Source: an optimization exercise on an open RTL-to-GDS flow (aim: small area and a short achievable clock period). Production flows keep margins and buffers that such runs may drop. The RTL was checked by simulation tests, not by an equivalence proof against the original design.

`design/flow/flow/run.sh`:
```
#!/bin/bash
# The standard layout flow with these changes in how the layout is made (the
# clock period and the constraints stay the design's): the ports are buffered
# with buf_2 cells, and clock tree synthesis adds no dummy loads. The make
# output goes to standard.log; each ORFS step keeps its own log under orfs/logs.
set -euo pipefail
bash standard.sh SETUP_SLACK_MARGIN=5 \
    "BUFFER_PORTS_ARGS=-buffer_cell sky130_fd_sc_hd__buf_2" \
    "CTS_ARGS=-sink_clustering_enable -repair_clock_nets -dont_use_dummy_load -buf_list sky130_fd_sc_hd__clkbuf_8 -sink_clustering_size 20 -sink_clustering_max_diameter 60" \
    finish > standard.log 2>&1
```
`design/flow/standard.sh`:
```
#!/bin/bash
# synth_recipe.tcl (not shown) runs the flow's synth.tcl, then flattens the netlist and writes it again
# the make line also repeats each setting of config.mk as NAME=value (left out here)
make -C /OpenROAD-flow-scripts/flow DESIGN_CONFIG=/design/flow/config.mk WORK_HOME=/design/flow/orfs CLKGATE_MAP_FILE= SYNTH_SCRIPT=/design/flow/synth_recipe.tcl "${@:-finish}"
```
`design/flow/config.mk`:
```
export PLATFORM = sky130hd
export DESIGN_NAME = matrix_multiplier
export DESIGN_NICKNAME = matrix_multiplier
export VERILOG_FILES = /design/flow/design.v
export SDC_FILE = /design/flow/constraint.sdc
export NUM_CORES = 4
export LEC_CHECK = 0
export CAP_MARGIN = 20
export CORE_MARGIN = 2
export CORE_UTILIZATION = 40
export CTS_BUF_LIST = sky130_fd_sc_hd__clkbuf_8
export CTS_CLUSTER_DIAMETER = 60
export CTS_CLUSTER_SIZE = 20
export PLACE_DENSITY = 0.8
export SLEW_MARGIN = 20
export SYNTH_HIERARCHICAL = 1
export SYNTH_MINIMUM_KEEP_SIZE = 0
```
`design/flow/constraint.sdc`:
```
create_clock -name core_clock -period 8.0 [get_ports {clk}]
set_input_delay 1.6000 -clock core_clock [delete_from_list [all_inputs] [get_ports {clk}]]
set_output_delay 1.6000 -clock core_clock [all_outputs]
set_load 0.01 [all_outputs]
```
`design/flow/design.v`:
```
module matrix_multiplier (
    input clk,
    input reset,
    input start,
    input [7:0] in,
    output reg [15:0] o,
    output reg done
);
    reg [4:0] cnt;
    wire busy = cnt != 5'd0;
    wire [7:0] in_n = ~in;    
    reg [7:0] r0 [0:2];
    reg [7:0] r1 [0:2];
    reg [7:0] r2 [0:2];
    wire load_b0 = cnt >= 5'd10 && cnt <= 5'd12;
    wire load_b1 = cnt >= 5'd13 && cnt <= 5'd15;
    wire load_b2 = cnt >= 5'd16 && cnt <= 5'd18;
    always @(posedge clk) begin
        r0[0] <= load_b0 ? in_n : r0[2];
        r1[0] <= load_b1 ? in_n : r1[2];
        r2[0] <= load_b2 ? in_n : r2[2];
        r0[1] <= r0[0]; r0[2] <= r0[1];
        r1[1] <= r1[0]; r1[2] <= r1[1];
        r2[1] <= r2[0]; r2[2] <= r2[1];
    end
    reg [7:0] a0 [0:2];
    always @(posedge clk)
        if (cnt == 5'd1 || cnt == 5'd4 || cnt == 5'd7 || cnt == 5'd20 || cnt == 5'd23) begin
            a0[0] <= a0[1]; a0[1] <= a0[2]; a0[2] <= in_n;
        end
    reg [7:0] a1 [0:2];
    always @(posedge clk)
        if (cnt == 5'd2 || cnt == 5'd5 || cnt == 5'd8 || cnt == 5'd21 || cnt == 5'd24) begin
            a1[0] <= a1[1]; a1[1] <= a1[2]; a1[2] <= in_n;
        end
    reg [7:0] a2 [0:2];
    always @(posedge clk)
        if (cnt == 5'd3 || cnt == 5'd6 || cnt == 5'd9 || cnt == 5'd22 || cnt == 5'd25) begin
            a2[0] <= a2[1]; a2[1] <= a2[2]; a2[2] <= in_n;
        end
    wire [7:0] ha0 = a0[0];           
    wire [7:0] b0 = r0[1];            
    wire [7:0] ha1 = a1[0];           
    wire [7:0] b1 = r1[2];            
    wire [7:0] ha2 = a2[0];           
    wire [7:0] b2 = r2[0];            
    wire s0_1, s0_2;
    fadd u_s0_1 (~(ha0[0] | b0[5]), ~(ha0[1] | b0[4]), ~(ha0[2] | b0[3]), s0_1, s0_2);
    wire s0_3, s0_4;
    fadd u_s0_3 (~(ha0[0] | b0[6]), ~(ha0[1] | b0[5]), ~(ha0[2] | b0[4]), s0_3, s0_4);
    wire s0_5, s0_6;
    fadd u_s0_5 (~(ha0[0] | b0[7]), ~(ha0[1] | b0[6]), ~(ha0[2] | b0[5]), s0_5, s0_6);
    wire s0_7, s0_8;
    fadd u_s0_7 (~(ha0[3] | b0[4]), ~(ha0[4] | b0[3]), ~(ha0[5] | b0[2]), s0_7, s0_8);
    wire s0_9, s0_10;
    fadd u_s0_9 (~(ha0[1] | b0[7]), ~(ha0[2] | b0[6]), ~(ha0[3] | b0[5]), s0_9, s0_10);
    wire s0_11, s0_12;
    fadd u_s0_11 (~(ha0[4] | b0[4]), ~(ha0[5] | b0[3]), ~(ha0[6] | b0[2]), s0_11, s0_12);
    wire s0_13, s0_14;
    fadd u_s0_13 (~(ha0[2] | b0[7]), ~(ha0[3] | b0[6]), ~(ha0[4] | b0[5]), s0_13, s0_14);
    wire s0_15, s0_16;
    fadd u_s0_15 (~(ha0[5] | b0[4]), ~(ha0[6] | b0[3]), ~(ha0[7] | b0[2]), s0_15, s0_16);
    wire s0_17, s0_18;
    fadd u_s0_17 (~(ha0[3] | b0[7]), ~(ha0[4] | b0[6]), ~(ha0[5] | b0[5]), s0_17, s0_18);
    wire s0_19, s0_20;
    fadd u_s0_19 (~(ha0[0] | b0[3]), ~(ha0[1] | b0[2]), ~(ha0[2] | b0[1]), s0_19, s0_20);
    wire s0_21, s0_22;
    fadd u_s0_21 (~(ha0[0] | b0[4]), ~(ha0[1] | b0[3]), ~(ha0[2] | b0[2]), s0_21, s0_22);
    wire s0_23 = ~(ha0[3] | b0[1]) ^ ~(ha0[4] | b0[0]);
    wire s0_24 = ~(ha0[3] | b0[1]) & ~(ha0[4] | b0[0]);
    wire s0_25, s0_26;
    fadd u_s0_25 (~(ha0[3] | b0[2]), ~(ha0[4] | b0[1]), ~(ha0[5] | b0[0]), s0_25, s0_26);
    wire s0_27, s0_28;
    fadd u_s0_27 (~(ha0[3] | b0[3]), ~(ha0[4] | b0[2]), ~(ha0[5] | b0[1]), s0_27, s0_28);
    wire s0_29, s0_30;
    fadd u_s0_29 (~(ha0[6] | b0[1]), ~(ha0[7] | b0[0]), s0_4, s0_29, s0_30);
    wire s0_31 = s0_5 ^ s0_7;
    wire s0_32 = s0_5 & s0_7;
    wire s0_33, s0_34;
    fadd u_s0_33 (~(ha0[7] | b0[1]), s0_6, s0_8, s0_33, s0_34);
    wire s0_35 = s0_9 ^ s0_11;
    wire s0_36 = s0_9 & s0_11;
    wire s0_37, s0_38;
    fadd u_s0_37 (s0_10, s0_12, s0_13, s0_37, s0_38);
    wire s0_39, s0_40;
    fadd u_s0_39 (~(ha0[6] | b0[4]), ~(ha0[7] | b0[3]), s0_14, s0_39, s0_40);
    wire s0_41, s0_42;
    fadd u_s0_41 (~(ha0[0] | b0[2]), ~(ha0[1] | b0[1]), ~(ha0[2] | b0[0]), s0_41, s0_42);
    wire s0_43, s0_44;
    fadd u_s0_43 (s0_23, s0_20, s0_21, s0_43, s0_44);
    wire s0_45, s0_46;
    fadd u_s0_45 (s0_24, s0_22, s0_25, s0_45, s0_46);
    wire s0_47, s0_48;
    fadd u_s0_47 (~(ha0[6] | b0[0]), s0_26, s0_2, s0_47, s0_48);
    wire s0_49 = s0_27 ^ s0_3;
    wire s0_50 = s0_27 & s0_3;
    wire s0_51, s0_52;
    fadd u_s0_51 (s0_28, s0_31, s0_29, s0_51, s0_52);
    wire s0_53, s0_54;
    fadd u_s0_53 (s0_32, s0_35, s0_30, s0_53, s0_54);
    wire s0_55, s0_56;
    fadd u_s0_55 (s0_15, s0_36, s0_34, s0_55, s0_56);
    wire s0_57, s0_58;
    fadd u_s0_57 (s0_16, s0_17, s0_39, s0_57, s0_58);
    wire s0_59, s0_60;
    fadd u_s0_59 (~(ha0[4] | b0[7]), ~(ha0[5] | b0[6]), ~(ha0[6] | b0[5]), s0_59, s0_60);
    wire s0_61, s0_62;
    fadd u_s0_61 (~(ha0[7] | b0[4]), s0_18, s0_40, s0_61, s0_62);
    wire s0_63, s0_64;
    fadd u_s0_63 (~(ha0[5] | b0[7]), ~(ha0[6] | b0[6]), ~(ha0[7] | b0[5]), s0_63, s0_64);
    wire s0_65, s0_66;
    fadd u_s0_65 (~(ha0[3] | b0[0]), s0_42, s0_19, s0_65, s0_66);
    wire s0_67, s0_68;
    fadd u_s0_67 (s0_1, s0_44, s0_45, s0_67, s0_68);
    wire s0_69, s0_70;
    fadd u_s0_69 (s0_49, s0_46, s0_47, s0_69, s0_70);
    wire s0_71, s0_72;
    fadd u_s0_71 (s0_50, s0_48, s0_51, s0_71, s0_72);
    wire s0_73, s0_74;
    fadd u_s0_73 (s0_33, s0_52, s0_53, s0_73, s0_74);
    wire s0_75, s0_76;
    fadd u_s0_75 (s0_37, s0_54, s0_55, s0_75, s0_76);
    wire s0_77, s0_78;
    fadd u_s0_77 (s0_38, s0_56, s0_57, s0_77, s0_78);
    wire s0_79, s0_80;
    fadd u_s0_79 (s0_59, s0_61, s0_58, s0_79, s0_80);
    wire s0_81, s0_82;
    fadd u_s0_81 (s0_60, s0_63, s0_62, s0_81, s0_82);
    wire s0_83, s0_84;
    fadd u_s0_83 (~(ha0[6] | b0[7]), ~(ha0[7] | b0[6]), s0_64, s0_83, s0_84);
    reg q0_s0, q0_s1, q0_c1, q0_s2, q0_s3, q0_s4, q0_c4, q0_s5, q0_s6, q0_c6, q0_s7, q0_c7, q0_s8, q0_c8, q0_s9, q0_c9, q0_s10, q0_c10, q0_s11, q0_c11, q0_s12, q0_c12, q0_s13, q0_c13, q0_s14, q0_c14;
    always @(posedge clk) begin
        q0_s0 <= ~(ha0[0] | b0[0]);
        q0_s1 <= ~(ha0[0] | b0[1]);
        q0_c1 <= ~(ha0[1] | b0[0]);
        q0_s2 <= s0_41;
        q0_s3 <= s0_65;
        q0_s4 <= s0_66;
        q0_c4 <= s0_43;
        q0_s5 <= s0_67;
        q0_s6 <= s0_68;
        q0_c6 <= s0_69;
        q0_s7 <= s0_70;
        q0_c7 <= s0_71;
        q0_s8 <= s0_72;
        q0_c8 <= s0_73;
        q0_s9 <= s0_74;
        q0_c9 <= s0_75;
        q0_s10 <= s0_76;
        q0_c10 <= s0_77;
        q0_s11 <= s0_78;
        q0_c11 <= s0_79;
        q0_s12 <= s0_80;
        q0_c12 <= s0_81;
        q0_s13 <= s0_82;
        q0_c13 <= s0_83;
        q0_s14 <= s0_84;
        q0_c14 <= ~(ha0[7] | b0[7]);
    end
    wire s1_1, s1_2;
    fadd u_s1_1 (q0_s3, ~(ha1[0] | b1[3]), ~(ha1[1] | b1[2]), s1_1, s1_2);
    wire s1_3, s1_4;
    fadd u_s1_3 (q0_s4, q0_c4, ~(ha1[0] | b1[4]), s1_3, s1_4);
    wire s1_5, s1_6;
    fadd u_s1_5 (~(ha1[1] | b1[3]), ~(ha1[2] | b1[2]), ~(ha1[3] | b1[1]), s1_5, s1_6);
    wire s1_7, s1_8;
    fadd u_s1_7 (q0_s5, ~(ha1[0] | b1[5]), ~(ha1[1] | b1[4]), s1_7, s1_8);
    wire s1_9, s1_10;
    fadd u_s1_9 (~(ha1[2] | b1[3]), ~(ha1[3] | b1[2]), ~(ha1[4] | b1[1]), s1_9, s1_10);
    wire s1_11, s1_12;
    fadd u_s1_11 (q0_s6, q0_c6, ~(ha1[0] | b1[6]), s1_11, s1_12);
    wire s1_13, s1_14;
    fadd u_s1_13 (~(ha1[1] | b1[5]), ~(ha1[2] | b1[4]), ~(ha1[3] | b1[3]), s1_13, s1_14);
    wire s1_15, s1_16;
    fadd u_s1_15 (~(ha1[4] | b1[2]), ~(ha1[5] | b1[1]), ~(ha1[6] | b1[0]), s1_15, s1_16);
    wire s1_17, s1_18;
    fadd u_s1_17 (q0_s7, q0_c7, ~(ha1[0] | b1[7]), s1_17, s1_18);
    wire s1_19, s1_20;
    fadd u_s1_19 (~(ha1[1] | b1[6]), ~(ha1[2] | b1[5]), ~(ha1[3] | b1[4]), s1_19, s1_20);
    wire s1_21, s1_22;
    fadd u_s1_21 (~(ha1[4] | b1[3]), ~(ha1[5] | b1[2]), ~(ha1[6] | b1[1]), s1_21, s1_22);
    wire s1_23, s1_24;
    fadd u_s1_23 (q0_s8, q0_c8, ~(ha1[1] | b1[7]), s1_23, s1_24);
    wire s1_25, s1_26;
    fadd u_s1_25 (~(ha1[2] | b1[6]), ~(ha1[3] | b1[5]), ~(ha1[4] | b1[4]), s1_25, s1_26);
    wire s1_27, s1_28;
    fadd u_s1_27 (~(ha1[5] | b1[3]), ~(ha1[6] | b1[2]), ~(ha1[7] | b1[1]), s1_27, s1_28);
    wire s1_29, s1_30;
    fadd u_s1_29 (q0_s9, q0_c9, ~(ha1[2] | b1[7]), s1_29, s1_30);
    wire s1_31, s1_32;
    fadd u_s1_31 (~(ha1[3] | b1[6]), ~(ha1[4] | b1[5]), ~(ha1[5] | b1[4]), s1_31, s1_32);
    wire s1_33 = ~(ha1[6] | b1[3]) ^ ~(ha1[7] | b1[2]);
    wire s1_34 = ~(ha1[6] | b1[3]) & ~(ha1[7] | b1[2]);
    wire s1_35, s1_36;
    fadd u_s1_35 (q0_s10, q0_c10, ~(ha1[3] | b1[7]), s1_35, s1_36);
    wire s1_37, s1_38;
    fadd u_s1_37 (~(ha1[4] | b1[6]), ~(ha1[5] | b1[5]), ~(ha1[6] | b1[4]), s1_37, s1_38);
    wire s1_39, s1_40;
    fadd u_s1_39 (q0_s11, q0_c11, ~(ha1[4] | b1[7]), s1_39, s1_40);
    wire s1_41, s1_42;
    fadd u_s1_41 (~(ha1[5] | b1[6]), ~(ha1[6] | b1[5]), ~(ha1[7] | b1[4]), s1_41, s1_42);
    wire s1_43, s1_44;
    fadd u_s1_43 (q0_s1, q0_c1, ~(ha1[0] | b1[1]), s1_43, s1_44);
    wire s1_45, s1_46;
    fadd u_s1_45 (q0_s2, ~(ha1[0] | b1[2]), ~(ha1[1] | b1[1]), s1_45, s1_46);
    wire s1_47, s1_48;
    fadd u_s1_47 (~(ha1[2] | b1[1]), ~(ha1[3] | b1[0]), s1_1, s1_47, s1_48);
    wire s1_49, s1_50;
    fadd u_s1_49 (~(ha1[4] | b1[0]), s1_2, s1_3, s1_49, s1_50);
    wire s1_51, s1_52;
    fadd u_s1_51 (~(ha1[5] | b1[0]), s1_4, s1_6, s1_51, s1_52);
    wire s1_53, s1_54;
    fadd u_s1_53 (s1_8, s1_10, s1_11, s1_53, s1_54);
    wire s1_55, s1_56;
    fadd u_s1_55 (~(ha1[7] | b1[0]), s1_12, s1_14, s1_55, s1_56);
    wire s1_57, s1_58;
    fadd u_s1_57 (s1_16, s1_17, s1_19, s1_57, s1_58);
    wire s1_59, s1_60;
    fadd u_s1_59 (s1_18, s1_20, s1_22, s1_59, s1_60);
    wire s1_61, s1_62;
    fadd u_s1_61 (s1_23, s1_25, s1_27, s1_61, s1_62);
    wire s1_63, s1_64;
    fadd u_s1_63 (s1_33, s1_24, s1_26, s1_63, s1_64);
    wire s1_65, s1_66;
    fadd u_s1_65 (s1_28, s1_29, s1_31, s1_65, s1_66);
    wire s1_67, s1_68;
    fadd u_s1_67 (~(ha1[7] | b1[3]), s1_34, s1_30, s1_67, s1_68);
    wire s1_69, s1_70;
    fadd u_s1_69 (s1_32, s1_35, s1_37, s1_69, s1_70);
    wire s1_71, s1_72;
    fadd u_s1_71 (s1_36, s1_38, s1_39, s1_71, s1_72);
    wire s1_73, s1_74;
    fadd u_s1_73 (q0_s12, q0_c12, ~(ha1[5] | b1[7]), s1_73, s1_74);
    wire s1_75, s1_76;
    fadd u_s1_75 (~(ha1[6] | b1[6]), ~(ha1[7] | b1[5]), s1_40, s1_75, s1_76);
    wire s1_77, s1_78;
    fadd u_s1_77 (q0_s13, q0_c13, ~(ha1[6] | b1[7]), s1_77, s1_78);
    wire s1_79, s1_80;
    fadd u_s1_79 (~(ha1[2] | b1[0]), s1_44, s1_45, s1_79, s1_80);
    wire s1_81, s1_82;
    fadd u_s1_81 (s1_5, s1_48, s1_49, s1_81, s1_82);
    wire s1_83, s1_84;
    fadd u_s1_83 (s1_7, s1_9, s1_50, s1_83, s1_84);
    wire s1_85, s1_86;
    fadd u_s1_85 (s1_13, s1_15, s1_52, s1_85, s1_86);
    wire s1_87, s1_88;
    fadd u_s1_87 (s1_21, s1_54, s1_55, s1_87, s1_88);
    wire s1_89, s1_90;
    fadd u_s1_89 (s1_56, s1_58, s1_59, s1_89, s1_90);
    wire s1_91, s1_92;
    fadd u_s1_91 (s1_60, s1_63, s1_62, s1_91, s1_92);
    wire s1_93, s1_94;
    fadd u_s1_93 (s1_64, s1_67, s1_66, s1_93, s1_94);
    wire s1_95, s1_96;
    fadd u_s1_95 (s1_41, s1_68, s1_70, s1_95, s1_96);
    wire s1_97, s1_98;
    fadd u_s1_97 (s1_42, s1_73, s1_75, s1_97, s1_98);
    wire s1_99, s1_100;
    fadd u_s1_99 (~(ha1[7] | b1[6]), s1_74, s1_77, s1_99, s1_100);
    wire s1_101, s1_102;
    fadd u_s1_101 (q0_s14, q0_c14, ~(ha1[7] | b1[7]), s1_101, s1_102);
    wire s1_103, s1_104;
    fadd u_s1_103 (s1_46, s1_80, s1_47, s1_103, s1_104);
    wire s1_105, s1_106;
    fadd u_s1_105 (s1_51, s1_82, s1_83, s1_105, s1_106);
    wire s1_107, s1_108;
    fadd u_s1_107 (s1_53, s1_84, s1_85, s1_107, s1_108);
    wire s1_109, s1_110;
    fadd u_s1_109 (s1_57, s1_86, s1_87, s1_109, s1_110);
    wire s1_111, s1_112;
    fadd u_s1_111 (s1_61, s1_88, s1_89, s1_111, s1_112);
    wire s1_113, s1_114;
    fadd u_s1_113 (s1_65, s1_90, s1_91, s1_113, s1_114);
    wire s1_115, s1_116;
    fadd u_s1_115 (s1_69, s1_92, s1_93, s1_115, s1_116);
    wire s1_117, s1_118;
    fadd u_s1_117 (s1_71, s1_94, s1_95, s1_117, s1_118);
    wire s1_119, s1_120;
    fadd u_s1_119 (s1_72, s1_96, s1_97, s1_119, s1_120);
    wire s1_121, s1_122;
    fadd u_s1_121 (s1_76, s1_99, s1_98, s1_121, s1_122);
    wire s1_123, s1_124;
    fadd u_s1_123 (s1_78, s1_101, s1_100, s1_123, s1_124);
    wire s1_125 = s1_124 ^ s1_102;
    reg q1_s0, q1_c0, q1_s1, q1_c1, q1_s2, q1_s3, q1_s4, q1_c4, q1_s5, q1_s6, q1_c6, q1_s7, q1_c7, q1_s8, q1_c8, q1_s9, q1_c9, q1_s10, q1_c10, q1_s11, q1_c11, q1_s12, q1_c12, q1_s13, q1_c13, q1_s14, q1_c14, q1_s15;
    always @(posedge clk) begin
        q1_s0 <= q0_s0;
        q1_c0 <= ~(ha1[0] | b1[0]);
        q1_s1 <= ~(ha1[1] | b1[0]);
        q1_c1 <= s1_43;
        q1_s2 <= s1_79;
        q1_s3 <= s1_103;
        q1_s4 <= s1_104;
        q1_c4 <= s1_81;
        q1_s5 <= s1_105;
        q1_s6 <= s1_106;
        q1_c6 <= s1_107;
        q1_s7 <= s1_108;
        q1_c7 <= s1_109;
        q1_s8 <= s1_110;
        q1_c8 <= s1_111;
        q1_s9 <= s1_112;
        q1_c9 <= s1_113;
        q1_s10 <= s1_114;
        q1_c10 <= s1_115;
        q1_s11 <= s1_116;
        q1_c11 <= s1_117;
        q1_s12 <= s1_118;
        q1_c12 <= s1_119;
        q1_s13 <= s1_120;
        q1_c13 <= s1_121;
        q1_s14 <= s1_122;
        q1_c14 <= s1_123;
        q1_s15 <= s1_125;
    end
    wire s2_1, s2_2;
    fadd u_s2_1 (q1_s3, ~(ha2[0] | b2[3]), ~(ha2[1] | b2[2]), s2_1, s2_2);
    wire s2_3, s2_4;
    fadd u_s2_3 (q1_s4, q1_c4, ~(ha2[0] | b2[4]), s2_3, s2_4);
    wire s2_5, s2_6;
    fadd u_s2_5 (q1_s5, ~(ha2[0] | b2[5]), ~(ha2[1] | b2[4]), s2_5, s2_6);
    wire s2_7, s2_8;
    fadd u_s2_7 (q1_s6, q1_c6, ~(ha2[0] | b2[6]), s2_7, s2_8);
    wire s2_9, s2_10;
    fadd u_s2_9 (~(ha2[1] | b2[5]), ~(ha2[2] | b2[4]), ~(ha2[3] | b2[3]), s2_9, s2_10);
    wire s2_11, s2_12;
    fadd u_s2_11 (~(ha2[4] | b2[2]), ~(ha2[5] | b2[1]), ~(ha2[6] | b2[0]), s2_11, s2_12);
    wire s2_13, s2_14;
    fadd u_s2_13 (q1_s7, q1_c7, ~(ha2[0] | b2[7]), s2_13, s2_14);
    wire s2_15, s2_16;
    fadd u_s2_15 (~(ha2[1] | b2[6]), ~(ha2[2] | b2[5]), ~(ha2[3] | b2[4]), s2_15, s2_16);
    wire s2_17, s2_18;
    fadd u_s2_17 (~(ha2[4] | b2[3]), ~(ha2[5] | b2[2]), ~(ha2[6] | b2[1]), s2_17, s2_18);
    wire s2_19, s2_20;
    fadd u_s2_19 (q1_s8, q1_c8, ~(ha2[1] | b2[7]), s2_19, s2_20);
    wire s2_21, s2_22;
    fadd u_s2_21 (~(ha2[2] | b2[6]), ~(ha2[3] | b2[5]), ~(ha2[4] | b2[4]), s2_21, s2_22);
    wire s2_23, s2_24;
    fadd u_s2_23 (~(ha2[5] | b2[3]), ~(ha2[6] | b2[2]), ~(ha2[7] | b2[1]), s2_23, s2_24);
    wire s2_25, s2_26;
    fadd u_s2_25 (q1_s9, q1_c9, ~(ha2[2] | b2[7]), s2_25, s2_26);
    wire s2_27, s2_28;
    fadd u_s2_27 (~(ha2[3] | b2[6]), ~(ha2[4] | b2[5]), ~(ha2[5] | b2[4]), s2_27, s2_28);
    wire s2_29 = ~(ha2[6] | b2[3]) ^ ~(ha2[7] | b2[2]);
    wire s2_30 = ~(ha2[6] | b2[3]) & ~(ha2[7] | b2[2]);
    wire s2_31, s2_32;
    fadd u_s2_31 (q1_s10, q1_c10, ~(ha2[3] | b2[7]), s2_31, s2_32);
    wire s2_33, s2_34;
    fadd u_s2_33 (~(ha2[4] | b2[6]), ~(ha2[5] | b2[5]), ~(ha2[6] | b2[4]), s2_33, s2_34);
    wire s2_35, s2_36;
    fadd u_s2_35 (q1_s11, q1_c11, ~(ha2[4] | b2[7]), s2_35, s2_36);
    wire s2_37, s2_38;
    fadd u_s2_37 (q1_s1, q1_c1, ~(ha2[0] | b2[1]), s2_37, s2_38);
    wire s2_39, s2_40;
    fadd u_s2_39 (q1_s2, ~(ha2[0] | b2[2]), ~(ha2[1] | b2[1]), s2_39, s2_40);
    wire s2_41, s2_42;
    fadd u_s2_41 (~(ha2[2] | b2[1]), ~(ha2[3] | b2[0]), s2_1, s2_41, s2_42);
    wire s2_43, s2_44;
    fadd u_s2_43 (~(ha2[1] | b2[3]), ~(ha2[2] | b2[2]), ~(ha2[3] | b2[1]), s2_43, s2_44);
    wire s2_45, s2_46;
    fadd u_s2_45 (~(ha2[4] | b2[0]), s2_2, s2_3, s2_45, s2_46);
    wire s2_47, s2_48;
    fadd u_s2_47 (~(ha2[2] | b2[3]), ~(ha2[3] | b2[2]), ~(ha2[4] | b2[1]), s2_47, s2_48);
    wire s2_49, s2_50;
    fadd u_s2_49 (~(ha2[5] | b2[0]), s2_4, s2_5, s2_49, s2_50);
    wire s2_51, s2_52;
    fadd u_s2_51 (s2_6, s2_7, s2_9, s2_51, s2_52);
    wire s2_53, s2_54;
    fadd u_s2_53 (~(ha2[7] | b2[0]), s2_8, s2_10, s2_53, s2_54);
    wire s2_55, s2_56;
    fadd u_s2_55 (s2_12, s2_13, s2_15, s2_55, s2_56);
    wire s2_57, s2_58;
    fadd u_s2_57 (s2_14, s2_16, s2_18, s2_57, s2_58);
    wire s2_59, s2_60;
    fadd u_s2_59 (s2_19, s2_21, s2_23, s2_59, s2_60);
    wire s2_61, s2_62;
    fadd u_s2_61 (s2_29, s2_20, s2_22, s2_61, s2_62);
    wire s2_63, s2_64;
    fadd u_s2_63 (s2_24, s2_25, s2_27, s2_63, s2_64);
    wire s2_65, s2_66;
    fadd u_s2_65 (~(ha2[7] | b2[3]), s2_30, s2_26, s2_65, s2_66);
    wire s2_67, s2_68;
    fadd u_s2_67 (s2_28, s2_31, s2_33, s2_67, s2_68);
    wire s2_69, s2_70;
    fadd u_s2_69 (~(ha2[5] | b2[6]), ~(ha2[6] | b2[5]), ~(ha2[7] | b2[4]), s2_69, s2_70);
    wire s2_71, s2_72;
    fadd u_s2_71 (s2_32, s2_34, s2_35, s2_71, s2_72);
    wire s2_73, s2_74;
    fadd u_s2_73 (q1_s12, q1_c12, ~(ha2[5] | b2[7]), s2_73, s2_74);
    wire s2_75, s2_76;
    fadd u_s2_75 (~(ha2[6] | b2[6]), ~(ha2[7] | b2[5]), s2_36, s2_75, s2_76);
    wire s2_77, s2_78;
    fadd u_s2_77 (q1_s13, q1_c13, ~(ha2[6] | b2[7]), s2_77, s2_78);
    wire s2_79, s2_80;
    fadd u_s2_79 (q1_s14, q1_c14, ~(ha2[7] | b2[7]), s2_79, s2_80);
    wire s2_81, s2_82;
    fadd u_s2_81 (~(ha2[2] | b2[0]), s2_38, s2_39, s2_81, s2_82);
    wire s2_83, s2_84;
    fadd u_s2_83 (s2_43, s2_42, s2_45, s2_83, s2_84);
    wire s2_85, s2_86;
    fadd u_s2_85 (s2_44, s2_47, s2_46, s2_85, s2_86);
    wire s2_87, s2_88;
    fadd u_s2_87 (s2_48, s2_11, s2_50, s2_87, s2_88);
    wire s2_89, s2_90;
    fadd u_s2_89 (s2_17, s2_53, s2_52, s2_89, s2_90);
    wire s2_91, s2_92;
    fadd u_s2_91 (s2_54, s2_56, s2_57, s2_91, s2_92);
    wire s2_93, s2_94;
    fadd u_s2_93 (s2_58, s2_61, s2_60, s2_93, s2_94);
    wire s2_95, s2_96;
    fadd u_s2_95 (s2_62, s2_65, s2_64, s2_95, s2_96);
    wire s2_97, s2_98;
    fadd u_s2_97 (s2_69, s2_66, s2_68, s2_97, s2_98);
    wire s2_99, s2_100;
    fadd u_s2_99 (s2_70, s2_73, s2_75, s2_99, s2_100);
    wire s2_101, s2_102;
    fadd u_s2_101 (~(ha2[7] | b2[6]), s2_74, s2_77, s2_101, s2_102);
    wire s2_103, s2_104;
    fadd u_s2_103 (q1_s0, q1_c0, ~(ha2[0] | b2[0]), s2_103, s2_104);
    wire s2_105 = ~(ha2[1] | b2[0]) ^ s2_37;
    wire s2_106 = ~(ha2[1] | b2[0]) & s2_37;
    wire s2_107, s2_108;
    fadd u_s2_107 (s2_40, s2_82, s2_41, s2_107, s2_108);
    wire s2_109, s2_110;
    fadd u_s2_109 (s2_49, s2_84, s2_85, s2_109, s2_110);
    wire s2_111, s2_112;
    fadd u_s2_111 (s2_51, s2_86, s2_87, s2_111, s2_112);
    wire s2_113, s2_114;
    fadd u_s2_113 (s2_55, s2_88, s2_89, s2_113, s2_114);
    wire s2_115, s2_116;
    fadd u_s2_115 (s2_59, s2_90, s2_91, s2_115, s2_116);
    wire s2_117, s2_118;
    fadd u_s2_117 (s2_63, s2_92, s2_93, s2_117, s2_118);
    wire s2_119, s2_120;
    fadd u_s2_119 (s2_67, s2_94, s2_95, s2_119, s2_120);
    wire s2_121, s2_122;
    fadd u_s2_121 (s2_71, s2_96, s2_97, s2_121, s2_122);
    wire s2_123, s2_124;
    fadd u_s2_123 (s2_72, s2_98, s2_99, s2_123, s2_124);
    wire s2_125, s2_126;
    fadd u_s2_125 (s2_76, s2_101, s2_100, s2_125, s2_126);
    wire s2_127, s2_128;
    fadd u_s2_127 (s2_78, s2_79, s2_102, s2_127, s2_128);
    wire s2_129 = q1_s15 ^ s2_80;
    wire s2_130 = s2_128 ^ s2_129;
    reg q2_s0, q2_s1, q2_c1, q2_s2, q2_c2, q2_s3, q2_s4, q2_c4, q2_s5, q2_s6, q2_c6, q2_s7, q2_c7, q2_s8, q2_c8, q2_s9, q2_c9, q2_s10, q2_c10, q2_s11, q2_c11, q2_s12, q2_c12, q2_s13, q2_c13, q2_s14, q2_c14, q2_s15;
    always @(posedge clk) begin
        q2_s0 <= s2_103;
        q2_s1 <= s2_104;
        q2_c1 <= s2_105;
        q2_s2 <= s2_106;
        q2_c2 <= s2_81;
        q2_s3 <= s2_107;
        q2_s4 <= s2_108;
        q2_c4 <= s2_83;
        q2_s5 <= s2_109;
        q2_s6 <= s2_110;
        q2_c6 <= s2_111;
        q2_s7 <= s2_112;
        q2_c7 <= s2_113;
        q2_s8 <= s2_114;
        q2_c8 <= s2_115;
        q2_s9 <= s2_116;
        q2_c9 <= s2_117;
        q2_s10 <= s2_118;
        q2_c10 <= s2_119;
        q2_s11 <= s2_120;
        q2_c11 <= s2_121;
        q2_s12 <= s2_122;
        q2_c12 <= s2_123;
        q2_s13 <= s2_124;
        q2_c13 <= s2_125;
        q2_s14 <= s2_126;
        q2_c14 <= s2_127;
        q2_s15 <= s2_130;
    end
    wire [15:0] sum_s = {q2_s15, q2_s14, q2_s13, q2_s12, q2_s11, q2_s10, q2_s9, q2_s8, q2_s7, q2_s6, q2_s5, q2_s4, q2_s3, q2_s2, q2_s1, q2_s0};
    wire [15:0] sum_c = {1'b0, q2_c14, q2_c13, q2_c12, q2_c11, q2_c10, q2_c9, q2_c8, q2_c7, q2_c6, 1'b0, q2_c4, 1'b0, q2_c2, q2_c1, 1'b0};
    wire [15:0] sum = sum_s + sum_c;
    wire valid = cnt >= 5'd21 && cnt <= 5'd29;
    always @(posedge clk or posedge reset) begin
        if (reset) begin
            cnt  <= 5'd0;
            o    <= 16'd0;
            done <= 1'b0;
        end else begin
            o    <= valid ? sum : 16'd0;
            done <= cnt == 5'd29 || cnt == 5'd30;
            if (cnt == 5'd30)
                cnt <= 5'd0;
            else if (busy || start)
                cnt <= cnt + 5'd1;
        end
    end
endmodule
module fadd (input a, input b, input c, output s, output co);
    assign s  = a ^ b ^ c;
    assign co = (a & b) | (a & c) | (b & c);
endmodule
```
==> impl_metrics.json, run 1 <==
{
  "clock_path_buffers": 3,
  "layout.nets": 1055,
  "start_util_pct": 40.8,
  "ant_nets": 0,
  "rsz0062_at_grt": "false",
  "hold_buffers": 0,
  "max_freq_mhz": 359,
  "antenna_found_initial": 0,
  "r2r_start": "a2[0][7]",
  "yosysSeqAreaShare_pct": 51.0,
  "port_buffers": 27,
  "cts_tree": "yes",
  "grt_pass1_wl_um": 32600,
  "synth_most_common_cell": "nor2_1",
  "min_period_ns": 2.79,
  "grt.total_usage_pct": 14.0,
  "num_io_pins": 28,
  "synth_nets": 1065,
  "clock_latency_ns": 0.52,
  "ys_warn_count": 13,
  "ys_types": 51,
  "gr-total-overflow": 0,
  "firstDrtPassIters": 5,
  "synth_commonest_cells": "210 x nor2_1, 162 x fa_1, 154 x dfxtp_1",
  "dp_hpwl_um": 15300,
  "tns_ns": 0,
  "setup_violations": 0,
  "vias": 5960,
  "htree_levels": 1,
  "gp_congestion": 0.893,
  "critPathKind": "reg -> reg",
  "outcome": "no timing/DRC/antenna violations",
  "drtIter0Drc": 570,
  "layout.cells.non_filler": 1234,
  "async_flop_share_pct": 8.87,
  "crit_path_start_kind": "flop",
  "wl_per_cell_um": 16.2,
  "rows": 61,
  "dp_cells": 1217,
  "path_max_fanout": 8,
  "crit_required_ns": 8.37,
  "die_y_um": 172,
  "synth.area.top_cells": "fa_1 29%, dfxtp_1 27%, edfxtp_1 19%",
  "worst_pin_slew_ns": 0.816,
  "cts_resized": 0,
  "core_sq_mm": 0.0279,
  "chipWidth_um": 172,
  "post_cts_buffers": 0,
  "post-route-period-util_pct": 34.8,
  "yosysTopAreaCell": "fa_1",
  "drc": 0,
  "avgViaCountPerCell": 4.83,
  "maxCapViolations": 0,
  "relSlewSlack_pct": 45.5,
  "cp.arrival_ns": 3.15,
  "syn2layout_area_growth_pct": 5.70,
  "synth_top_area_share_pct": 28.6,
  "syn_inst": 868,
  "cts.sinks": 248,
  "grt_max_degree": 25,
  "drv_slew": 0,
  "r2r_setup_slack_ns": 5.21,
  "hold_viol": 0,
  "nFillCells": 2513,
  "crit_start": "a2[0][7]",
  "r2r-end": "q2_c9",
  "drive_gt1_share_pct": 7.24,
  "syn_area_sq_mm": 0.0114,
  "multi_input_area_sq_mm": 0.00527,
  "hp-class": "reg -> reg",
  "endpoint_kind": "flop",
  "antenna_cells": 0,
  "synth_ff_type": "dfxtp_1",
  "cts-root-buf": "clkbuf_8",
  "synth_edf_count": 72,
  "avgSynthCellArea_sq_um": 13.1,
  "critPathCapture": "q2_c9",
  "finClkSkew_ns": 0.0453,
  "grt_pass1_vias": 6504,
  "cts_buffers": 17,
  "r2r_cells": 5,
  "routed_wl_um": 20000,
  "dieArea_sq_mm": 0.0298,
  "regArea_sq_mm": 0.00580,
  "ys_seq_elements": 248,
  "clk_pin_slew_ns": 0.12
}
-- Yosys stat by module, one instance, submodules excluded --
module	flops+latches	cells	times used
fadd	0	1	161
matrix_multiplier	248	707	1
-- logic make-up (layout without fill, tap and decap cells) --
group	Yosys count	count (layout)	share of synthesized area [%]
and+or+nand+nor	272	272	9.69
DFF	248	248	51.0
adders and majority gates	186	186	31.2
buffers and inverters	76	64	2.71
AOI/OAI and AO/OA	71	71	4.18
xor gates and xnor gates	13	13	1.00
muxes	2	2	0.176
-- routing by layer --
metal  track usage, %  vias up  wire [um]
met1             18.4     3050       9010
met2             23.5      147       9550
met5                0        -          0
met3             2.54       29        916
li1                 -     2734          -
met4             4.60        0        495
-- per-stage QoR --
stage                     instance area, sq um  utilization, %  setup slack, ns  hold slack [ns]
after floorplan                          11400               -             5.41            0.310
after global placement                   11800            42.2             5.37            0.310
after detailed placement                 11800            42.2             5.29            0.313
after CTS                                12000            43.1             5.23            0.341
after global routing                     12000            43.1             5.11            0.344
final                                    12000            43.1             5.21            0.335
-- worst min-delay path by stage --
| stage | startpoint | to | slack, ns | cells past startpoint |
|---|---|---|---|---|
| 6_report | r1[1][1] | r1[2][1] | 0.33 | 0 |
| 5_1_grt | r2[1][3] | r2[2][3] | 0.34 | 0 |
| 4_1_cts | r1[1][6] | r1[2][6] | 0.34 | 0 |
| 3_5_place_dp | r1[1][6] | r1[2][6] | 0.31 | 0 |
| 3_3_place_gp | r0[0][7] | r0[1][7] | 0.31 | 0 |
| 2_1_floorplan | q0_s0 | q1_s0 | 0.31 | 0 |
-- registers in the layout, indices dropped and copies added (netlist names), 5 cells and up --
signal,cells
r1,24
a0,24
o,16
r0,24
a2,24
a1,24
r2,24
cnt,5
-- worst max-delay path: stages (launching register included) --
cell and delay (ns):
edfxtp_1 0.57, nor2_1 0.21, fa_1 0.47, fa_1 0.41, fa_1 0.54, fa_1 0.43
-- area by class of cell --
| class | count | area share, % |
|---|---|---|
| Clock buffer | 17 | 1.95 |
| Inverter | 16 | 0.500 |
| Multi-Input combinational cell | 544 | 43.9 |
| Sequential cell | 248 | 48.3 |
| Tap cell | 378 | 3.94 |
| Timing Repair Buffer | 31 | 1.38 |
-- layout by cell type, fill, tap and decap left out, types with 3 or more instances in the layout --
cell type / count
xor2_1: 5
nor3_1: 6
clkbuf_8: 17
xnor2_1: 8
inv_1: 16
buf_4: 4
a21oi_1: 11
a211oi_1: 4
nor2_1: 210
edfxtp_1: 72
o21ai_0: 30
dfxtp_1: 154
buf_2: 27
dfrtp_1: 22
and2_1: 3
ha_1: 24
fa_1: 162
nand2_1: 37
==> inputs of run 2 (changes only) <==
--- a/design/flow/config.mk
+++ b/design/flow/config.mk
@@ -11,7 +11,7 @@
 export CTS_BUF_LIST = sky130_fd_sc_hd__clkbuf_8
 export CTS_CLUSTER_DIAMETER = 60
 export CTS_CLUSTER_SIZE = 20
-export PLACE_DENSITY = 0.8
+export PLACE_DENSITY = 0.85
 export SLEW_MARGIN = 20
 export SYNTH_HIERARCHICAL = 1
 export SYNTH_MINIMUM_KEEP_SIZE = 0
==> run 2 against run 1 <==
Compared with the run above:
- still clean
- critical path depth unchanged
- utilization decreased by 0.058 points
- clock-buffer cell count decreased by 1
- critical path type unchanged
==> impl_metrics.json, run 2 <==
{
  "synth_xor_area_share_pct": 1.00,
  "rows": 61,
  "r2r_setup_slack_ns": 5.27,
  "final_common_cell": "nor2_1",
  "antenna_found_initial": 0,
  "crit_required_ns": 8.39,
  "avgSynthCellArea_sq_um": 13.1,
  "utilization_pct": 43.0,
  "htree_levels": 1,
  "ant_nets": 0,
  "post-route-period-util_pct": 34.1,
  "vias": 6057,
  "clock_path_buffers": 3,
  "endpoint_kind": "flop",
  "avgViaCountPerCell": 4.91,
  "final_cell_mix": "210 x nor2_1, 162 x fa_1, 154 x dfxtp_1",
  "core_sq_mm": 0.0279,
  "finClkSkew_ns": 0.0380,
  "syn_area_sq_mm": 0.0114,
  "synth_ff_type": "dfxtp_1",
  "syn2layout_area_growth_pct": 5.55,
  "dp_hpwl_um": 15500,
  "synth_top_area_share_pct": 28.6,
  "setup_violations": 0,
  "clock_latency_ns": 0.52,
  "multi_input_area_sq_mm": 0.00527,
  "drv_slew": 0,
  "antenna_cells": 0,
  "num_io_pins": 28,
  "gr-total-overflow": 0,
  "synth.area.top_cells": "fa_1 29%, dfxtp_1 27%, edfxtp_1 19%",
  "postPlaceCellArea_sq_mm": 0.0118,
  "synth_nets": 1065,
  "synthAdderAreaFrac_pct": 31.2,
  "start_util_pct": 40.8,
  "gp_congestion": 0.906,
  "ys_warn_count": 13,
  "drc": 0,
  "synth_mux_area_share_pct": 0.176,
  "maxCapViolations": 0,
  "drtIter0Drc": 575,
  "firstDrtPassIters": 5,
  "grt.total_usage_pct": 14.5,
  "tns_ns": 0,
  "cts.sinks": 248,
  "post_cts_buffers": 0,
  "cts_buffers": 16,
  "wl_per_cell_um": 16.4,
  "yosysTopAreaCell": "fa_1",
  "hold-worst-slack_ns": 0.320,
  "critPathKind": "reg -> reg",
  "ys_types": 51,
  "cts-root-buf": "clkbuf_8",
  "die_y_um": 172,
  "grt_pass1_wl_um": 34000,
  "routed_wl_um": 20200,
  "relSlewSlack_pct": 44.8,
  "ys_seq_elements": 248,
  "synth_most_common_cell": "nor2_1",
  "grt_max_degree": 25,
  "cp.arrival_ns": 3.12,
  "regArea_sq_mm": 0.00580,
  "cts_tree": "yes",
  "drive_gt1_share_pct": 7.13,
  "dieArea_sq_mm": 0.0298,
  "nFillCells": 2450,
  "outcome": "no timing/DRC/antenna violations",
  "max_freq_mhz": 367,
  "worst_pin_slew_ns": 0.826,
  "path_max_fanout": 8,
  "synth_edf_count": 72,
  "design_area_sq_mm": 0.0120,
  "rsz0062_at_grt": "false",
  "chipWidth_um": 172,
  "synthSimpleGateAreaFrac_pct": 9.69,
  "hp-class": "reg -> reg",
  "synth_commonest_cells": "210 x nor2_1, 162 x fa_1, 154 x dfxtp_1",
  "grt_pass1_vias": 6734,
  "hold_viol": 0,
  "clk_pin_slew_ns": 0.12,
  "synth_compound_area_share_pct": 4.18,
  "crit_path_start_kind": "flop",
  "hold_buffers": 0,
  "syn_inst": 868,
  "min_period_ns": 2.73,
  "synth_top_family_by_area": "adder cells",
  "port_buffers": 27,
  "yosysSeqAreaShare_pct": 51.0,
  "layout.nets": 1054,
  "async_flop_share_pct": 8.87,
  "cts_resized": 0
}
[run 2: area by class of cell]
type                            instances  area share (%)
Sequential cell                       248            48.4
Tap cell                              378            3.95
Inverter                               16           0.501
Timing Repair Buffer                   31            1.36
Multi-Input combinational cell        544            44.0
Clock buffer                           16            1.84
[run 2: metal layers]
layer / up-vias / GRT usage, % / routed length [um]
met1: 3088 / 18.8 / 8780
met2: 199 / 24.6 / 9780
met4: 0 / 5.12 / 522
li1: 2729 / - / -
met3: 41 / 2.66 / 1080
met5: - / 0 / 0
[run 2: path summary, 6_finish.rpt]
path / to / startpoint / depth (start not counted)
setup / recovery: q1_c8 / a1[0][0] / 5
hold / removal: r1[2][5] / r1[1][5] / 0
setup reg to reg: q1_c8 / a1[0][0] / 5
hold reg to reg: r1[2][5] / r1[1][5] / 0
max in group asynchronous: o[13] / reset / 2
min in group asynchronous: done / reset / 2
[run 2: metrics by stage]
stage | setup slack, ns | instances
2_1_floorplan | 5.41 | 868
3_3_place_gp | 5.36 | 1216
3_5_place_dp | 5.31 | 1217
4_1_cts | 5.29 | 1233
5_1_grt | 5.17 | 1233
6_report | 5.27 | 1233
[run 2: modules after synthesis (local to each module, per instance)]
module | area (sq um) | copies in the design | flops+latches | cells inside
fadd | 20.0 | 161 | 0 | 1
matrix_multiplier | 8130 | 1 | 248 | 707
[run 2: cells by family after synthesis]
logic type                 Yosys count
AOI/OAI and AO/OA                   71
xor gates and xnor gates            13
adders and majority gates          186
buffers and inverters               76
DFF                                248
muxes                                2
and+or+nand+nor                    272
[run 2: critical path, stage by stage (launching register included)]
cell	delay, ns
edfxtp_1	0.55
nor2_1	0.18
fa_1	0.47
fa_1	0.43
fa_1	0.55
fa_1	0.42
==> inputs of run 3 (changes only) <==
--- a/design/flow/config.mk
+++ b/design/flow/config.mk
@@ -11,7 +11,7 @@
 export CTS_BUF_LIST = sky130_fd_sc_hd__clkbuf_8
 export CTS_CLUSTER_DIAMETER = 60
 export CTS_CLUSTER_SIZE = 20
-export PLACE_DENSITY = 0.85
+export PLACE_DENSITY = 0.65
 export SLEW_MARGIN = 20
 export SYNTH_HIERARCHICAL = 1
 export SYNTH_MINIMUM_KEEP_SIZE = 0
==> run 3 against run 2 <==
Compared with the run above:
- first-iteration DRC count shrank 39%
- setup slack lost 0.054 ns
- utilization grew 0.11 points
- largest cell class unchanged
==> impl_metrics.json, run 3 <==
{
  "synth.area.top_cells": "fa_1 29%, dfxtp_1 27%, edfxtp_1 19%",
  "tns_ns": 0,
  "chipWidth_um": 172,
  "endpoint_kind": "flop",
  "nFillCells": 2549,
  "ys_seq_elements": 248,
  "maxCapViolations": 0,
  "dieArea_sq_mm": 0.0298,
  "firstDrtPassIters": 5,
  "cts_buffers": 18,
  "setup_violations": 0,
  "num_io_pins": 28,
  "ys_types": 51,
  "cts-root-buf": "clkbuf_8",
  "max_freq_mhz": 360,
  "routed_wl_um": 20100,
  "holdPathStages": 0,
  "post-route-period-util_pct": 34.8,
  "avgSynthCellArea_sq_um": 13.1,
  "grt_pass1_vias": 6305,
  "cts_resized": 0,
  "async_flop_share_pct": 8.87,
  "syn2layout_area_growth_pct": 5.82,
  "grt_max_degree": 25,
  "final_cell_mix": "210 x nor2_1, 162 x fa_1, 154 x dfxtp_1",
  "syn_inst": 868,
  "hp-class": "reg -> reg",
  "layout.cells.non_filler": 1235,
  "grt_pass1_wl_um": 33300,
  "relSlewSlack_pct": 44.7,
  "clk_pin_slew_ns": 0.12,
  "outcome": "no timing/DRC/antenna violations",
  "start_util_pct": 40.8,
  "dp_hpwl_um": 15300,
  "critPathKind": "reg -> reg",
  "port_buffers": 27,
  "synth_commonest_cells": "210 x nor2_1, 162 x fa_1, 154 x dfxtp_1",
  "synth_edf_count": 72,
  "wl_per_cell_um": 16.3,
  "ys_warn_count": 13,
  "ant_nets": 0,
  "crit_required_ns": 8.39,
  "cp.arrival_ns": 3.17,
  "dp_cells": 1217,
  "slowest_stage": "edfxtp_1",
  "synth_nets": 1065,
  "r2r_cells": 5,
  "worst_pin_slew_ns": 0.829,
  "multi_input_area_sq_mm": 0.00527,
  "antenna_cells": 0,
  "synth_ff_type": "dfxtp_1",
  "htree_levels": 1,
  "crit_path_start_kind": "flop",
  "layout.nets": 1056,
  "cts.sinks": 248,
  "gp_congestion": 0.865,
  "yosysTopAreaCell": "fa_1",
  "drv_slew": 0,
  "cp_common_cell": "fa_1",
  "clock_path_buffers": 3,
  "grt.total_usage_pct": 14.3,
  "post_cts_buffers": 0,
  "gr-total-overflow": 0,
  "path_max_fanout": 8,
  "avgViaCountPerCell": 4.78,
  "hold_buffers": 0,
  "final_common_cell": "nor2_1",
  "critPathMaxStageDelay_ns": 0.55,
  "regArea_sq_mm": 0.00580,
  "antenna_found_initial": 0,
  "hold_viol": 0,
  "die_y_um": 172,
  "clock_latency_ns": 0.52,
  "drtIter0Drc": 353,
  "min_period_ns": 2.78,
  "rsz0062_at_grt": "false",
  "syn_area_sq_mm": 0.0114,
  "drive_gt1_share_pct": 7.35,
  "finClkSkew_ns": 0.0437,
  "synth_top_area_share_pct": 28.6,
  "drc": 0,
  "worstPathCellList": "nor2_1, fa_1, fa_1, fa_1, fa_1",
  "vias": 5899,
  "core_sq_mm": 0.0279,
  "yosysSeqAreaShare_pct": 51.0,
  "cts_tree": "yes",
  "rows": 61,
  "synth_most_common_cell": "nor2_1"
}
-- run 3: cell counts after synthesis --
Identical to the previous run, type by type.
-- run 3: cells by family after synthesis --
group | Yosys count | synth area share (%)
AND/OR/NAND/NOR | 272 | 9.69
adder cells (fa/ha/maj) | 186 | 31.2
XOR/XNOR | 13 | 1.00
AO/OA/AOI/OAI | 71 | 4.18
multiplexers | 2 | 0.176
flip-flops | 248 | 51.0
buffers and inverters | 76 | 2.71
-- run 3: final timing paths --
kind	from	end	slack, ns
setup / recovery	a1[0][0]	q1_c7	5.22
hold / removal	r1[1][3]	r1[2][3]	0.32
setup reg to reg	a1[0][0]	q1_c7	5.22
hold reg to reg	r1[1][3]	r1[2][3]	0.32
max in group asynchronous	reset	o[8]	6.21
min in group asynchronous	reset	cnt[1]	1.23
-- run 3: layout make-up --
cell class / count / share of cell area, %
flip-flops and latches: 248 / 48.2
multi-input cells: 544 / 43.9
well taps: 378 / 3.94
clock buffers: 18 / 2.06
repair buffers: 31 / 1.37
inverters: 16 / 0.500
-- run 3: per-layer routing --
metal	vias up	share of wire (%)	wire, um	global-route usage, %
met5	-	0	0	0
met4	0	2.3	470	3.87
met3	27	3.9	793	2.13
met2	144	46	9320	23.2
met1	2990	47	9510	20.1
li1	2738	-	-	-
-- run 3: per-module statistics from Yosys (local to each module, per instance) --
module / copies in the design / cells / flip-flops and latches
matrix_multiplier: 1 / 707 / 248
fadd: 161 / 1 / 0
-- run 3: critical path, delay by kind of cell, from the launching register on --
family / cells / cell delay [ns]
adder cells (fa/ha/maj): 4 / 1.87
flip-flops: 1 / 0.55
AND/OR/NAND/NOR: 1 / 0.23
-- run 3: metrics by stage --
step,utilization (%),hold WS [ns],cell area [sq um],worst slack [ns]
final,43.1,0.317,12000,5.22
after global routing,43.1,0.336,12000,5.12
after CTS,43.1,0.323,12000,5.23
after detailed placement,42.2,0.312,11800,5.26
after global placement,42.2,0.310,11800,5.33
after floorplan,-,0.310,11400,5.41
==> inputs of run 4 (changes only) <==
--- a/design/flow/config.mk
+++ b/design/flow/config.mk
@@ -11,7 +11,7 @@
 export CTS_BUF_LIST = sky130_fd_sc_hd__clkbuf_8
 export CTS_CLUSTER_DIAMETER = 60
 export CTS_CLUSTER_SIZE = 20
-export PLACE_DENSITY = 0.65
+export PLACE_DENSITY = 0.75
 export SLEW_MARGIN = 20
 export SYNTH_HIERARCHICAL = 1
 export SYNTH_MINIMUM_KEEP_SIZE = 0
==> run 4 against run 3 <==
Compared with the run above:
- area after synthesis unchanged
- global-route usage is 0.22 points lower
- die area unchanged
- critical endpoint is now q1_c9
==> impl_metrics.json, run 4 <==
{
  "dp_cells": 1217,
  "htree_levels": 1,
  "vias": 5971,
  "drtIter0Drc": 467,
  "avgSynthCellArea_sq_um": 13.1,
  "r2r-end": "q1_c9",
  "crit_path_start_kind": "flop",
  "grt_pass1_vias": 6421,
  "path_max_fanout": 8,
  "design_area_sq_mm": 0.0120,
  "ys_warn_count": 13,
  "cts-root-buf": "clkbuf_8",
  "synth_nets": 1065,
  "cp_common_cell": "fa_1",
  "r2r_setup_slack_ns": 5.26,
  "layout.nets": 1054,
  "avgViaCountPerCell": 4.84,
  "hp-class": "reg -> reg",
  "crit_required_ns": 8.41,
  "cts_buffers": 16,
  "holdPathStages": 0,
  "synth_most_common_cell": "nor2_1",
  "grt_pass1_wl_um": 32800,
  "nFillCells": 2524,
  "min_from": "r1[1][5]",
  "synth_edf_count": 72,
  "rsz0062_at_grt": "false",
  "async_flop_share_pct": 8.87,
  "max_freq_mhz": 366,
  "syn_area_sq_mm": 0.0114,
  "post-route-period-util_pct": 34.2,
  "synth_ff_type": "dfxtp_1",
  "worst_pin_slew_ns": 0.822,
  "yosysTopAreaCell": "fa_1",
  "drv_slew": 0,
  "critPathMaxStageDelay_ns": 0.57,
  "ys_seq_elements": 248,
  "wl_per_cell_um": 16.1,
  "start_util_pct": 40.8,
  "clock_path_buffers": 3,
  "endpoint_kind": "flop",
  "grt.total_usage_pct": 14.1,
  "hold_end": "r1[2][5]",
  "cts.sinks": 248,
  "syn2layout_area_growth_pct": 5.58,
  "tns_ns": 0,
  "ys_types": 51,
  "drive_gt1_share_pct": 7.13,
  "hold_viol": 0,
  "dieArea_sq_mm": 0.0298,
  "synth_top_area_share_pct": 28.6,
  "outcome": "no timing/DRC/antenna violations",
  "postPlaceCellArea_sq_mm": 0.0118,
  "num_io_pins": 28,
  "yosysSeqAreaShare_pct": 51.0,
  "hold_buffers": 0,
  "min_period_ns": 2.74,
  "antenna_found_initial": 0,
  "r2r_start": "a1[0][6]",
  "drc": 0,
  "cts_tree": "yes",
  "post_cts_buffers": 0,
  "ant_nets": 0,
  "syn_inst": 868,
  "final_common_cell": "nor2_1",
  "slowest_stage": "edfxtp_1",
  "core_sq_mm": 0.0279,
  "clk_pin_slew_ns": 0.12,
  "layout.cells.non_filler": 1233,
  "critPathKind": "reg -> reg",
  "routed_wl_um": 19800,
  "synth_commonest_cells": "210 x nor2_1, 162 x fa_1, 154 x dfxtp_1",
  "cp.arrival_ns": 3.14,
  "finClkSkew_ns": 0.0210,
  "synth.area.top_cells": "fa_1 29%, dfxtp_1 27%, edfxtp_1 19%",
  "gr-total-overflow": 0,
  "dp_hpwl_um": 15100,
  "r2r_cells": 5,
  "die_y_um": 172,
  "cts_resized": 0,
  "grt_max_degree": 25,
  "utilization_pct": 43.0,
  "worstPathCellList": "nor2_1, fa_1, fa_1, fa_1, fa_1",
  "clock_latency_ns": 0.52,
  "gp_congestion": 0.873,
  "setup_violations": 0,
  "final_cell_mix": "210 x nor2_1, 162 x fa_1, 154 x dfxtp_1",
  "antenna_cells": 0,
  "rows": 61,
  "relSlewSlack_pct": 45.1,
  "maxCapViolations": 0,
  "chipWidth_um": 172,
  "port_buffers": 27,
  "firstDrtPassIters": 4
}
## run 4: per-module statistics from Yosys (local to each module, per instance)
module | flops+latches | area (sq um) | cells | times used
matrix_multiplier | 248 | 8130 | 707 | 1
fadd | 0 | 20.0 | 1 | 161
## run 4: how the worst max path moves through the flow
stage | end | from | cells past startpoint | slack (ns)
floorplan | a2[0][0] | cnt[1] | 6 | 5.41
finish | q1_c9 | a1[0][6] | 5 | 5.26
global placement | q2_c9 | a2[0][7] | 5 | 5.34
detailed placement | q1_c7 | a1[0][0] | 5 | 5.30
global route | q2_c8 | r2[0][2] | 5 | 5.19
CTS | q1_c7 | a1[0][0] | 5 | 5.27
## run 4: area by class of cell
cell class / instances / area, sq um / share of cell area, %
sequential: 248 / 5800 / 48.3
tap: 378 / 473 / 3.95
clock buffer: 16 / 220 / 1.84
timing repair buffer: 31 / 165 / 1.38
inverter: 16 / 60.1 / 0.501
multi-input combinational: 544 / 5270 / 44.0
## run 4: layer usage
metal	vias up	GRT usage, %	part of all wire [%]
met5	-	0	0
met2	181	24.0	47
met4	0	4.06	2.5
met1	3024	18.8	46
li1	2731	-	-
met3	35	2.01	4.8
## run 4: kinds of logic (layout without fill, tap and decap cells)
group / Yosys count / in the layout / share of synthesized area, %
muxes: 2 / 2 / 0.176
adders and majority gates: 186 / 186 / 31.2
AOI/OAI and AO/OA: 71 / 71 / 4.18
xor gates and xnor gates: 13 / 13 / 1.00
DFF: 248 / 248 / 51.0
buffers and inverters: 76 / 63 / 2.71
and+or+nand+nor: 272 / 272 / 9.69
## run 4: worst max-delay path, delay by kind of cell, from the launching register on
kind / cells / cell delay [ns]
flops: 1 / 0.57
fa+ha+maj: 4 / 1.83
simple gates: 1 / 0.23
## run 4: metrics by stage
stage               setup WS [ns]  hold WS, ns
floorplan                    5.41        0.310
global placement             5.34        0.310
detailed placement           5.30        0.312
CTS                          5.27        0.329
global route                 5.19        0.342
finish                       5.26        0.331
==> inputs of run 5 (changes only) <==
--- a/design/flow/config.mk
+++ b/design/flow/config.mk
@@ -11,7 +11,7 @@
 export CTS_BUF_LIST = sky130_fd_sc_hd__clkbuf_8
 export CTS_CLUSTER_DIAMETER = 60
 export CTS_CLUSTER_SIZE = 20
-export PLACE_DENSITY = 0.75
+export PLACE_DENSITY = 0.7
 export SLEW_MARGIN = 20
 export SYNTH_HIERARCHICAL = 1
 export SYNTH_MINIMUM_KEEP_SIZE = 0
==> run 5 against run 4 <==
Compared with the run above:
- final area up 0.12%
- routed wire length down 0.75%
- synthesized cell count unchanged
- largest cell class unchanged
- via count down 1.2%
- still clean on timing, DRC and antenna
- non-clock buffer count unchanged
- clock-buffer cell count up 1
- global-route usage down 0.081 points
- critical path depth unchanged
==> impl_metrics.json, run 5 <==
{
  "outcome": "no timing/DRC/antenna violations",
  "regArea_sq_mm": 0.00580,
  "chipWidth_um": 172,
  "dp_hpwl_um": 15000,
  "critPathKind": "reg -> reg",
  "syn_inst": 868,
  "grt_pass1_vias": 6192,
  "crit_path_start_kind": "flop",
  "tns_ns": 0,
  "layout.nets": 1055,
  "grt_pass1_wl_um": 32400,
  "routed_wl_um": 19600,
  "drive_gt1_share_pct": 7.24,
  "critPathMaxStageDelay_ns": 0.54,
  "htree_levels": 1,
  "cts_tree": "yes",
  "cts_resized": 0,
  "async_flop_share_pct": 8.87,
  "min_period_ns": 2.72,
  "path_max_fanout": 8,
  "multi_input_area_sq_mm": 0.00527,
  "antenna_found_initial": 0,
  "drv_slew": 0,
  "drtIter0Drc": 446,
  "maxCapViolations": 0,
  "port_buffers": 27,
  "gr-total-overflow": 0,
  "ys_types": 51,
  "cts-root-buf": "clkbuf_8",
  "ys_warn_count": 13,
  "synth_commonest_cells": "210 x nor2_1, 162 x fa_1, 154 x dfxtp_1",
  "final_common_cell": "nor2_1",
  "slowest_stage": "edfxtp_1",
  "crit_required_ns": 8.40,
  "clock_latency_ns": 0.52,
  "worstPathCellList": "nor2_1, fa_1, fa_1, fa_1, fa_1",
  "grt_max_degree": 25,
  "endpoint_kind": "flop",
  "core_sq_mm": 0.0279,
  "hold_viol": 0,
  "gp_congestion": 0.882,
  "post_cts_buffers": 0,
  "setup_violations": 0,
  "hold-worst-slack_ns": 0.302,
  "clk_pin_slew_ns": 0.12,
  "relSlewSlack_pct": 45.0,
  "synth_ff_type": "dfxtp_1",
  "max_freq_mhz": 368,
  "num_io_pins": 28,
  "cts_buffers": 17,
  "grt.total_usage_pct": 14.0,
  "antenna_cells": 0,
  "post-route-period-util_pct": 34.0,
  "clock_path_buffers": 3,
  "hold_buffers": 0,
  "finClkSkew_ns": 0.0334,
  "drc": 0,
  "cts.sinks": 248,
  "synth_edf_count": 72,
  "wl_per_cell_um": 15.9,
  "firstDrtPassIters": 5,
  "synth_top_area_share_pct": 28.6,
  "nFillCells": 2534,
  "rsz0062_at_grt": "false",
  "cp.arrival_ns": 3.11,
  "synth.area.top_cells": "fa_1 29%, dfxtp_1 27%, edfxtp_1 19%",
  "cp_common_cell": "fa_1",
  "vias": 5900,
  "start_util_pct": 40.8,
  "ys_seq_elements": 248,
  "syn_area_sq_mm": 0.0114,
  "rows": 61,
  "final_cell_mix": "210 x nor2_1, 162 x fa_1, 154 x dfxtp_1",
  "avgSynthCellArea_sq_um": 13.1,
  "dieArea_sq_mm": 0.0298,
  "die_y_um": 172,
  "yosysTopAreaCell": "fa_1",
  "avgViaCountPerCell": 4.78,
  "ant_nets": 0,
  "worst_pin_slew_ns": 0.824,
  "yosysSeqAreaShare_pct": 51.0,
  "synth_nets": 1065,
  "synth_most_common_cell": "nor2_1",
  "hp-class": "reg -> reg",
  "syn2layout_area_growth_pct": 5.70
}
## run 5: cell counts after synthesis
No cell type changed its count.
## run 5: per-module statistics from Yosys (local to each module, per instance)
module / cells / cell area (sq um)
matrix_multiplier: 707 / 8130
fadd: 1 / 20.0
## run 5: routing by layer
layer	wire length, um	global-route usage [%]	vias to the layer above
li1	-	-	2735
met2	8940	22.5	180
met1	9120	19.3	2947
met4	512	4.20	0
met3	1080	2.82	38
met5	0	0	-
## run 5: worst max-delay path: cells and delay by family, from the launching register on
kind          cells  cell delay, ns
fa+ha+maj         4            1.85
flops             1            0.54
simple gates      1            0.19
## run 5: area by class of cell
cell class	count	area share, %
tap	378	3.94
clock buffer	17	1.95
multi-input combinational	544	43.9
inverter	16	0.500
sequential	248	48.3
timing repair buffer	31	1.38
## run 5: path summary, 6_finish.rpt
check	from	endpoint	slack, ns	cells after the start
worst max-delay path	a2[0][1]	q2_c9	5.28	5
worst min-delay path	r0[0][3]	r0[1][3]	0.30	0
worst max register to register	a2[0][1]	q2_c9	5.28	5
worst min register to register	r0[0][3]	r0[1][3]	0.30	0
max in group asynchronous	reset	o[14]	6.26	2
min in group asynchronous	reset	cnt[2]	1.22	2
## run 5: logic make-up after synthesis
family	after synthesis	share of synthesized area (%)
muxes	2	0.176
AOI/OAI and AO/OA	71	4.18
adders and majority gates	186	31.2
DFF	248	51.0
and+or+nand+nor	272	9.69
xor gates and xnor gates	13	1.00
buffers and inverters	76	2.71
## run 5: stage by stage
step                std cells  setup slack (ns)  utilization (%)  area (sq um)
floorplan                 868              5.41                -         11400
CTS                      1234              5.27             43.1         12000
detailed placement       1217              5.28             42.2         11800
global route             1234              5.17             43.1         12000
global placement         1217              5.34             42.2         11800
finish                   1234              5.28             43.1         12000

==> static timing again, ports no longer ideal <==
The results above use ideal ports. As a check the final layouts listed here were re-extracted and re-timed, cells and wires unchanged. Step 1 (the two cells are an assumption about what drives the block):
set clk [get_ports {clk}]
set_driving_cell -lib_cell sky130_fd_sc_hd__clkbuf_16 $clk
set_driving_cell -lib_cell sky130_fd_sc_hd__buf_2 [delete_from_list [all_inputs] $clk]
Step 2 also shifts input and output timing later by t, the mid clock arrival at the registers, as if the neighbouring blocks saw the same clock. Slacks: no drivers / after step 1 / after step 2; pairs: no drivers / after step 1.
run	t, ns	setup WS [ns]	worst setup path at the end	latest minus earliest clock arrival (ns)	pins driven straight from the clock port
run 1	0.545	5.212 / 5.212 / 5.212	register to register	0.048 / 0.048	1
run 2	0.542	5.274 / 5.274 / 5.274	register to register	0.042 / 0.041	1
run 3	0.542	5.219 / 5.219 / 5.219	register to register	0.045 / 0.046	1
run 4	0.549	5.265 / 5.265 / 5.265	register to register	0.024 / 0.024	1
run 5	0.547	5.282 / 5.282 / 5.282	register to register	0.034 / 0.035	1
After both steps every run listed still meets setup and hold.
